This is an optimization exercise on Yosys and OpenROAD, whose aim is small area, not a production implementation.
Function was checked by simulation only, so behaviour that the tests miss may differ from the original.
Power is estimated from default activity; no workload was simulated.

**design/flow/design.v**
```verilog
`timescale 1ns / 1ps
module hexto7segment (
    input [3:0] x,
    output reg [6:0] r
);
always @(*) begin
    case (x)
        4'b0000: r = 7'b1000000;  
        4'b0001: r = 7'b1111001;  
        4'b0010: r = 7'b0100100;  
        4'b0011: r = 7'b0110000;  
        4'b0100: r = 7'b0011001;  
        4'b0101: r = 7'b0010010;  
        4'b0110: r = 7'b0000010;  
        4'b0111: r = 7'b1111000;  
        4'b1000: r = 7'b0000000;  
        4'b1001: r = 7'b0010000;  
        default: r = 7'b1111111;  
    endcase
end
endmodule
`timescale 1ns / 1ps
module clk_div_disp(
    input clk,
    input reset,
    output clk_en
);
    reg [3:0] COUNT;
    assign clk_en = (COUNT == 4'd7);
    always @(posedge clk) begin
        if (reset)
            COUNT <= 0;
        else
            COUNT <= COUNT + 1;
    end
endmodule
`timescale 1ns / 1ps
module time_mux_state_machine(
    input clk,
    input clk_en,
    input reset,
    input [6:0] in0,
    input [6:0] in1,
    input [6:0] in2,
    input [6:0] in3,
    output reg [3:0] an,
    output reg [6:0] sseg
);
    reg [1:0] state;
    always @(posedge clk) begin
        if (reset)
            state <= 2'b00;
        else if (clk_en)
            state <= state + 1'b1;
    end
    always @(*) begin
        case (state)
            2'b00: begin
                sseg = in0;
                an   = 4'b1110;  
            end
            2'b01: begin
                sseg = in1;
                an   = 4'b1101;  
            end
            2'b10: begin
                sseg = in2;
                an   = 4'b1011;  
            end
            2'b11: begin
                sseg = in3;
                an   = 4'b0111;  
            end
            default: begin
                sseg = 7'b1111111;
                an   = 4'b1111;
            end
        endcase
    end
endmodule
`timescale 1ns / 1ps
module time_multiplexing_main(
    input clk,
    input reset,
    input [15:0] sw,
    output [3:0] an,
    output [6:0] sseg
);
    wire [6:0] in0, in1, in2, in3;
    wire slow_clk_en;
    hexto7segment c1 (.x(sw[3:0]),   .r(in0));
    hexto7segment c2 (.x(sw[7:4]),   .r(in1));
    hexto7segment c3 (.x(sw[11:8]),  .r(in2));
    hexto7segment c4 (.x(sw[15:12]), .r(in3));
    clk_div_disp c5 (.clk(clk), .reset(reset), .clk_en(slow_clk_en));
    time_mux_state_machine c6(
        .clk(clk),
        .clk_en(slow_clk_en),
        .reset(reset),
        .in0(in0),
        .in1(in1),
        .in2(in2),
        .in3(in3),
        .an(an),
        .sseg(sseg)
    );
endmodule
`timescale 1ns / 1ps
module button_debouncer (
    input clk,                  
    input reset,
    input buttonU, buttonL, buttonR, buttonD, 
    input switch0, switch1,     
    output reg [3:0] step_option, 
    output reg [2:0] hold_option  
);
    reg buttonU_state, buttonL_state, buttonR_state, buttonD_state;
    reg switch0_state, switch1_state;
    parameter DEBOUNCE_LIMIT = 200;
    reg [$clog2(DEBOUNCE_LIMIT+1)-1:0] counterU, counterL, counterR, counterD, counterS0, counterS1;
    always @(posedge clk) begin
        if (reset) begin
            counterU <= 0; counterL <= 0; counterR <= 0; counterD <= 0;
            counterS0 <= 0; counterS1 <= 0;
            buttonU_state <= 0; buttonL_state <= 0; buttonR_state <= 0; buttonD_state <= 0;
            switch0_state <= 0; switch1_state <= 0;
        end else begin
        if (buttonU == buttonU_state)
            counterU <= 0;
        else if (counterU < DEBOUNCE_LIMIT)
            counterU <= counterU + 1;
        else begin
            counterU <= 0;
            buttonU_state <= buttonU;
        end
        if (buttonL == buttonL_state)
            counterL <= 0;
        else if (counterL < DEBOUNCE_LIMIT)
            counterL <= counterL + 1;
        else begin
            counterL <= 0;
            buttonL_state <= buttonL;
        end
        if (buttonR == buttonR_state)
            counterR <= 0;
        else if (counterR < DEBOUNCE_LIMIT)
            counterR <= counterR + 1;
        else begin
            counterR <= 0;
            buttonR_state <= buttonR;
        end
        if (buttonD == buttonD_state)
            counterD <= 0;
        else if (counterD < DEBOUNCE_LIMIT)
            counterD <= counterD + 1;
        else begin
            counterD <= 0;
            buttonD_state <= buttonD;
        end
        if (switch0 == switch0_state)
            counterS0 <= 0;
        else if (counterS0 < DEBOUNCE_LIMIT)
            counterS0 <= counterS0 + 1;
        else begin
            counterS0 <= 0;
            switch0_state <= switch0;
        end
        if (switch1 == switch1_state)
            counterS1 <= 0;
        else if (counterS1 < DEBOUNCE_LIMIT)
            counterS1 <= counterS1 + 1;
        else begin
            counterS1 <= 0;
            switch1_state <= switch1;
        end
        end
    end
    always @(*) begin
        step_option = 4'b0000;
        if (buttonU_state) step_option = 4'b0001; 
        if (buttonL_state) step_option = 4'b0010; 
        if (buttonR_state) step_option = 4'b0100; 
        if (buttonD_state) step_option = 4'b1000; 
    end
    always @(*) begin
        hold_option = 3'b000;
        if (switch0_state) hold_option = 3'b001; 
        if (switch1_state) hold_option = 3'b010; 
    end
endmodule
`timescale 1ns / 1ps
module counter_bcd(
    input [3:0] step_option,
    input [2:0] hold_option,
    input clk,
    input reset,
    output reg [15:0] bcd_value,
    output reg flash_slow,
    output reg flash_fast
);
    parameter TICK_CYCLES = 12800;
    parameter FAST_CYCLES = 6400;
    reg [$clog2(TICK_CYCLES)-1:0] clock_divisor;
    reg clk_out_enable;
    parameter MAX_COUNT = 9999;
    reg [13:0] count;
    reg [$clog2(FAST_CYCLES)-1:0] flash_fast_divisor;
    reg [3:0] step_option_prev;
    reg [3:0] step_pulse;
    always @(posedge clk) begin
        if (reset) begin
            clock_divisor <= 0;
            clk_out_enable <= 0;
            count <= 0;
            step_option_prev <= 0;
            step_pulse <= 0;
        end else begin
            if (clock_divisor == TICK_CYCLES - 1) begin
                clock_divisor <= 0;
                clk_out_enable <= 1;
            end else begin
                clock_divisor <= clock_divisor + 1;
                clk_out_enable <= 0;
            end
            if (clk_out_enable) begin
                step_pulse <= step_option & ~step_option_prev;
                step_option_prev <= step_option;
                if (hold_option == 3'b001)
                    count <= 10;
                else if (hold_option == 3'b010)
                    count <= 205;
                else if (step_pulse != 4'b0000) begin
                    case (step_pulse)
                        4'b0001: count <= (count + 10  > MAX_COUNT) ? MAX_COUNT : count + 10;
                        4'b0010: count <= (count + 180 > MAX_COUNT) ? MAX_COUNT : count + 180;
                        4'b0100: count <= (count + 200 > MAX_COUNT) ? MAX_COUNT : count + 200;
                        4'b1000: count <= (count + 550 > MAX_COUNT) ? MAX_COUNT : count + 550;
                        default: count <= count;
                    endcase
                end 
                else if (count > 0)
                    count <= count - 1;
            end
        end
    end
    always @(posedge clk) begin
        if (reset)
            flash_slow <= 0;
        else if (clk_out_enable) begin
            if (count < 200 && count != 0)
                flash_slow <= ~flash_slow;
            else
                flash_slow <= 0;
        end
    end
    always @(posedge clk) begin
        if (reset) begin
            flash_fast_divisor <= 0;
            flash_fast <= 0;
        end else begin
            if (flash_fast_divisor == FAST_CYCLES - 1) begin
                flash_fast_divisor <= 0;
                if (count == 0)
                    flash_fast <= ~flash_fast;
                else
                    flash_fast <= 0;
            end else begin
                flash_fast_divisor <= flash_fast_divisor + 1;
            end
        end
    end
    reg [29:0] conv_data;
    reg [2:0] conv_state;
    reg conv_rdy;
    reg [3:0] conv_sh_counter;
    reg [1:0] conv_add_counter;
    reg conv_start;
    localparam IDLE   = 3'b000;
    localparam SETUP  = 3'b001;
    localparam ADD    = 3'b010;
    localparam SHIFT  = 3'b011;
    localparam DONE   = 3'b100;
    always @(posedge clk) begin
        if (reset)
            conv_start <= 0;
        else if (clk_out_enable)
            conv_start <= 1;
        else if (conv_state == IDLE && conv_rdy)
            conv_start <= 0;
    end
    always @(posedge clk) begin
        if (reset) begin
            conv_state <= IDLE;
            conv_rdy <= 0;
            conv_sh_counter <= 0;
            conv_add_counter <= 0;
            conv_data <= 0;
        end else begin
            if (conv_start && conv_state == IDLE) begin
                conv_data <= {16'b0, count};
                conv_state <= SETUP;
                conv_rdy <= 0;
                conv_sh_counter <= 0;
                conv_add_counter <= 0;
            end else begin
                case(conv_state)
                    IDLE: conv_rdy <= 0;
                    SETUP: conv_state <= ADD;
                    ADD: begin
                        case(conv_add_counter)
                            2'b00: begin
                                if(conv_data[17:14] > 4)
                                    conv_data[29:14] <= conv_data[29:14] + 3;
                                conv_add_counter <= conv_add_counter + 1;
                            end
                            2'b01: begin
                                if(conv_data[21:18] > 4)
                                    conv_data[29:18] <= conv_data[29:18] + 3;
                                conv_add_counter <= conv_add_counter + 1;
                            end
                            2'b10: begin
                                if(conv_data[25:22] > 4)
                                    conv_data[29:22] <= conv_data[29:22] + 3;
                                conv_add_counter <= conv_add_counter + 1;
                            end
                            2'b11: begin
                                if(conv_data[29:26] > 4)
                                    conv_data[29:26] <= conv_data[29:26] + 3;
                                conv_add_counter <= 0;
                                conv_state <= SHIFT;
                            end
                        endcase
                    end
                    SHIFT: begin
                        conv_sh_counter <= conv_sh_counter + 1;
                        conv_data <= conv_data << 1;
                        if(conv_sh_counter == 13) begin
                            conv_sh_counter <= 0;
                            conv_state <= DONE;
                        end else begin
                            conv_state <= ADD;
                        end
                    end
                    DONE: begin
                        conv_rdy <= 1;
                        conv_state <= IDLE;
                    end
                    default: conv_state <= IDLE;
                endcase
            end
        end
    end
    always @(posedge clk) begin
        if (reset)
            bcd_value <= 0;
        else if (conv_rdy)
            bcd_value <= conv_data[29:14];
    end
endmodule
`timescale 1ns / 1ps
module parking_meter_top(
    input clk,
    input reset,
    input buttonU, buttonL, buttonR, buttonD,
    input switch0, switch1,
    output [3:0] an,
    output [6:0] sseg
);
    wire [3:0] step_option;
    wire [2:0] hold_option;
    wire [15:0] bcd_value;
    wire flash_slow, flash_fast;
    button_debouncer db(
        .clk(clk),
        .reset(reset),
        .buttonU(buttonU),
        .buttonL(buttonL),
        .buttonR(buttonR),
        .buttonD(buttonD),
        .switch0(switch0),
        .switch1(switch1),
        .step_option(step_option),
        .hold_option(hold_option)
    );
    counter_bcd counter(
        .step_option(step_option),
        .hold_option(hold_option),
        .clk(clk),
        .reset(reset),
        .bcd_value(bcd_value),
        .flash_slow(flash_slow),
        .flash_fast(flash_fast)
    );
    time_multiplexing_main display(
        .clk(clk),
        .reset(reset),
        .sw(flash_fast ? 16'hFFFF : (flash_slow ? 16'hFFFF : bcd_value)),
        .an(an),
        .sseg(sseg)
    );
endmodule
```
**design/flow/run.sh**
```bash
#!/bin/bash
# synth_recipe.tcl (not shown) runs the flow's synth.tcl, then flattens the netlist and writes it again
# the make line also repeats each setting of config.mk as NAME=value (left out here)
make -C /OpenROAD-flow-scripts/flow DESIGN_CONFIG=/design/flow/config.mk WORK_HOME=/design/flow/orfs CLKGATE_MAP_FILE= SYNTH_SCRIPT=/design/flow/synth_recipe.tcl finish
```
**design/flow/config.mk**
```make
export PLATFORM = sky130hd
export DESIGN_NAME = parking_meter_top
export DESIGN_NICKNAME = parking_meter_top
export VERILOG_FILES = /design/flow/design.v
export SDC_FILE = /design/flow/constraint.sdc
export NUM_CORES = 4
export LEC_CHECK = 0
export CAP_MARGIN = 20
export CORE_MARGIN = 2
export CORE_UTILIZATION = 40
export SLEW_MARGIN = 20
```
**design/flow/constraint.sdc**
```tcl
create_clock -name core_clock -period 10.0 [get_ports {clk}]
set_input_delay 2.0000 -clock core_clock [delete_from_list [all_inputs] [get_ports {clk}]]
set_output_delay 2.0000 -clock core_clock [all_outputs]
set_load 0.01 [all_outputs]
```
==> results_dict.tcl <==
set metrics [dict create \
    io_pins 19 \
    place_inst 1794 \
    cp_num_buf_inv 2 \
    status "finished clean" \
    globalplace.congestion 0.8859 \
    ys_ff_latch 169 \
    worst_pin_slew_ns 1.063 \
    fp.dieW_um 172.3 \
    diodes 0 \
    grt_pass1_wl_um 47070 \
    via_per_inst 5.636 \
    syn2layout_area_growth_pct 8.601 \
    root_buffer "clkbuf_16" \
    row_count 61 \
    clock_latency_ns 0.43 \
    swShare_pct 22.53 \
    cts_buffers 17 \
    synth_warnings 5 \
    wl_um 28780 \
    cp.required_ns 8.00 \
    place_area_mm2 0.01169 \
    path_clk_slew_ns 0.07 \
    cp_max_fo 10 \
    num_vias 10290 \
    clk_path_buf_depth 2 \
    power.internal_w 0.001095 \
    path_cells "nor2_1 > nand2_1 > inv_1 > ha_1 > a21oi_1 > o21ai_0 > nand2_1 > a221oi_1 > a22oi_1 > nor2_1 > a21oi_1 > clkdlybuf4s50_1" \
    synth-edff-count 0 \
    fin_tns_setup_ns 0 \
    max_freq_mhz 194.9 \
    wl_per_cell_um 15.77 \
    hold_viol 0 \
    grt_max_degree 70 \
    fill_cells 2775 \
    ys_seq_area_share_pct 29.86 \
    synthFlopType "dfxtp_1" \
    grt_usage_pct 19.56 \
    synthCells 1481 \
    total_power_w 0.001413 \
    postCtsHoldBufs 0 \
    core-area_mm2 0.02786 \
    period_needed_ns 5.131 \
    cpMaxStageDelayCell "clkdlybuf4s50_1" \
    drc_errors 0 \
    htreeDepth 4 \
    finalSetupViolCount 0 \
    cts_tree "built" \
    seqCellArea_mm2 0.003383 \
    p_per_area_mw_per_mm2 114.8 \
    p_leak_nw 4.427 \
    hold_path.class "flop to flop" \
    multiInputGateArea_mm2 0.007332 \
    power.share.combinational_pct 2.0 \
    finClkSkew_ns 0.01072 \
    portBuffers 18 \
    final_cells 1825 \
    drtAntennaViolNets 0 \
    finalCritPeriodShare_pct 51.31 \
    max_stage_delay_ns 0.49 \
    synth_nets 1562 \
    post_cts.repair.setup_buffers 0 \
    drtPass1Iterations 6 \
    drtIter0Drc 1058 \
    fin_area_mm2 0.01231 \
    clock_sinks 169 \
    pwr-share-clk_pct 49.7 \
    seqPwrFrac_pct 48.3 \
    slew_violations 0 \
    floorplan.initialDensity_pct 40.68 \
    peakVddDrop_uv 126.0 \
    crit_path_start_kind "flop" \
    netlist_area_mm2 0.01133 \
    syn_avg_cell_area_um2 7.652 \
    maxCapViolCount 0 \
    worst_setup_path_end_kind "output pin" \
    die_area_mm2 0.02969 \
    worst-endpoint-arrival_ns 3.13 \
    synth.distinct_cells 76 \
    nNetsFinal 1516 \
    rsz0062_at_grt "no" \
    drive_gt1_share_pct 4.354 \
    dp_hpwl_um 20130 \
    relSlewSlack_pct 29.14 \
    crit_family "compound AO/OA/AOI/OAI gates" \
    cts_resized 0 \
    async_reset_ff_share_pct 0 \
    grt-ovfl-total 0 \
    finish.utilization_pct 44.18 \
    first_global_vias 9290 \
    dieHeight_um 172.3 \
    critPathKind "flop to output pin" \
    antenna_found_initial 0 \
    p_sw_w 0.0003184 \
]
==> worst reg2reg max path, delay by kind of cell, from the launching register on <==
| family | cells | cell delay, ns |
|---|---|---|
| compound gates | 4 | 1.79 |
| flops | 1 | 0.81 |
| simple gates | 3 | 0.75 |
| fa+ha+maj | 1 | 0.50 |
| xor+xnor | 1 | 0.09 |
==> layout make-up <==
cell class	instances	area share, %
clock inverters	13	1.474
inverters	64	1.952
clock buffers	18	3.569
multi-input cells	1154	59.58
repair buffers	29	2.094
flip-flops and latches	169	27.49
well taps	378	3.843
==> logic make-up after synthesis <==
group,synth area share (%)
xor+xnor,8.193
flops,29.86
mux,3.092
simple gates,24.25
fa+ha+maj,8.060
buf+inv,5.499
compound gates,21.06
==> sequential cells by signal, indices dropped and copies added (netlist names), 2 cells and up <==
signal and count:
counter.conv_data 30, counter.bcd_value 16, counter.clock_divisor 14, counter.count 14, counter.flash_fast_divisor 13, db.counterD 8
db.counterL 8, db.counterR 8, db.counterS0 8, db.counterS1 8, db.counterU 8, counter.conv_sh_counter 4
counter.step_option_prev 4, counter.step_pulse 4, display.c5.COUNT 4, counter.conv_state 3, counter.conv_add_counter 2, display.c6.state 2
==> Yosys cell counts, types with 27 or more instances <==
library cell / count / area (µm²)
o21ai_0: 58 / 290.3
nand3_1: 62 / 310.3
mux2i_1: 35 / 350.3
inv_1: 61 / 229.0
nand2_1: 125 / 469.2
nor2_1: 227 / 852.1
dfxtp_1: 169 / 3383
a31oi_1: 27 / 168.9
xnor2_1: 70 / 613.1
nor3_1: 30 / 150.1
a21oi_1: 89 / 445.4
ha_1: 73 / 913.4
clkbuf_1: 75 / 281.5
xor2_1: 36 / 315.3
==> placed cells by master, fill, tap and decap left out, drive strengths merged, types with 9 or more instances in the layout <==
cell and count:
nor2 227, dfxtp 169, nand2 125, a21oi 89, ha 73, xnor2 70
inv 68, o21ai 63, nand3 62, xor2 36, mux2i 35, nor3 30
a31oi 28, or3 25, and3 25, a211oi 21, clkbuf 18, a311oi 18
clkdlybuf4s50 17, nand2b 16, o22ai 16, nor4 14, buf 12, nand4 11
and2 11, nor2b 10, nand3b 10, o211ai 10, a21o 9
==> stage by stage <==
step                hold WS (ns)  worst slack, ns
finish                    0.4467            4.869
global route              0.4671            4.630
CTS                       0.4493            4.896
detailed placement        0.4363            5.380
global placement          0.4300            5.374
floorplan                 0.4132            6.030
==> worst paths after layout <==
| check | slack, ns | cells after the start | endpoint | startpoint |
|---|---|---|---|---|
| max | 4.87 | 12 | sseg[4] | counter.flash_fast$_SDFFE_PP0P_ |
| min | 0.45 | 1 | db.counterD[0]$_SDFF_PP0_ | db.counterD[0]$_SDFF_PP0_ |
| max reg2reg | 5.96 | 9 | counter.count[9]$_SDFFE_PP0P_ | counter.count[3]$_SDFFE_PP0P_ |
| min reg2reg | 0.45 | 1 | db.counterD[0]$_SDFF_PP0_ | db.counterD[0]$_SDFF_PP0_ |
==> power groups by stage <==
stage	clock, W	combinational (W)	sequential, W
2_1_floorplan	0	0.0000203	0.000697
3_3_place_gp	0	0.0000281	0.000698
3_5_place_dp	0	0.0000282	0.000698
4_1_cts	0.000721	0.0000285	0.000683
5_1_grt	0.000748	0.0000319	0.000683
6_report	0.000702	0.0000279	0.000683
==> layer usage <==
metal	vias to the layer above	share of wire, %	track usage, %
li1	5157	-	-
met1	4758	48	26.83
met2	321	45	30.91
met3	50	5.5	3.204
met4	0	2.0	7.088
met5	-	0	0

==> re-timing with driven ports <==
The results above use ideal ports. As a check the final layout listed here was re-extracted and re-timed, cells and wires unchanged. Step 1 assumes that a clkbuf_16 drives the clock port and a buf_2 every other input. Step 2, shift: input delay + t, output delay - t, t = (earliest + latest rising clock arrival at the registers) / 2. This alone moves slack from input paths to output paths. Three values: ideal, step 1, step 2; two values: the first two.
t, ns: 0.475
setup slack, ns: 4.869 / 4.820 / 5.295
hold WS [ns]: 0.447 / 0.447 / 0.447
worst data-port slew with drivers (ns): 0.04
cell pins on the clock port's net: 1
After both steps this run still meets setup and hold. For this run, drivers alone change the setup slack by -0.049 ns; drivers and shift together by +0.426 ns.
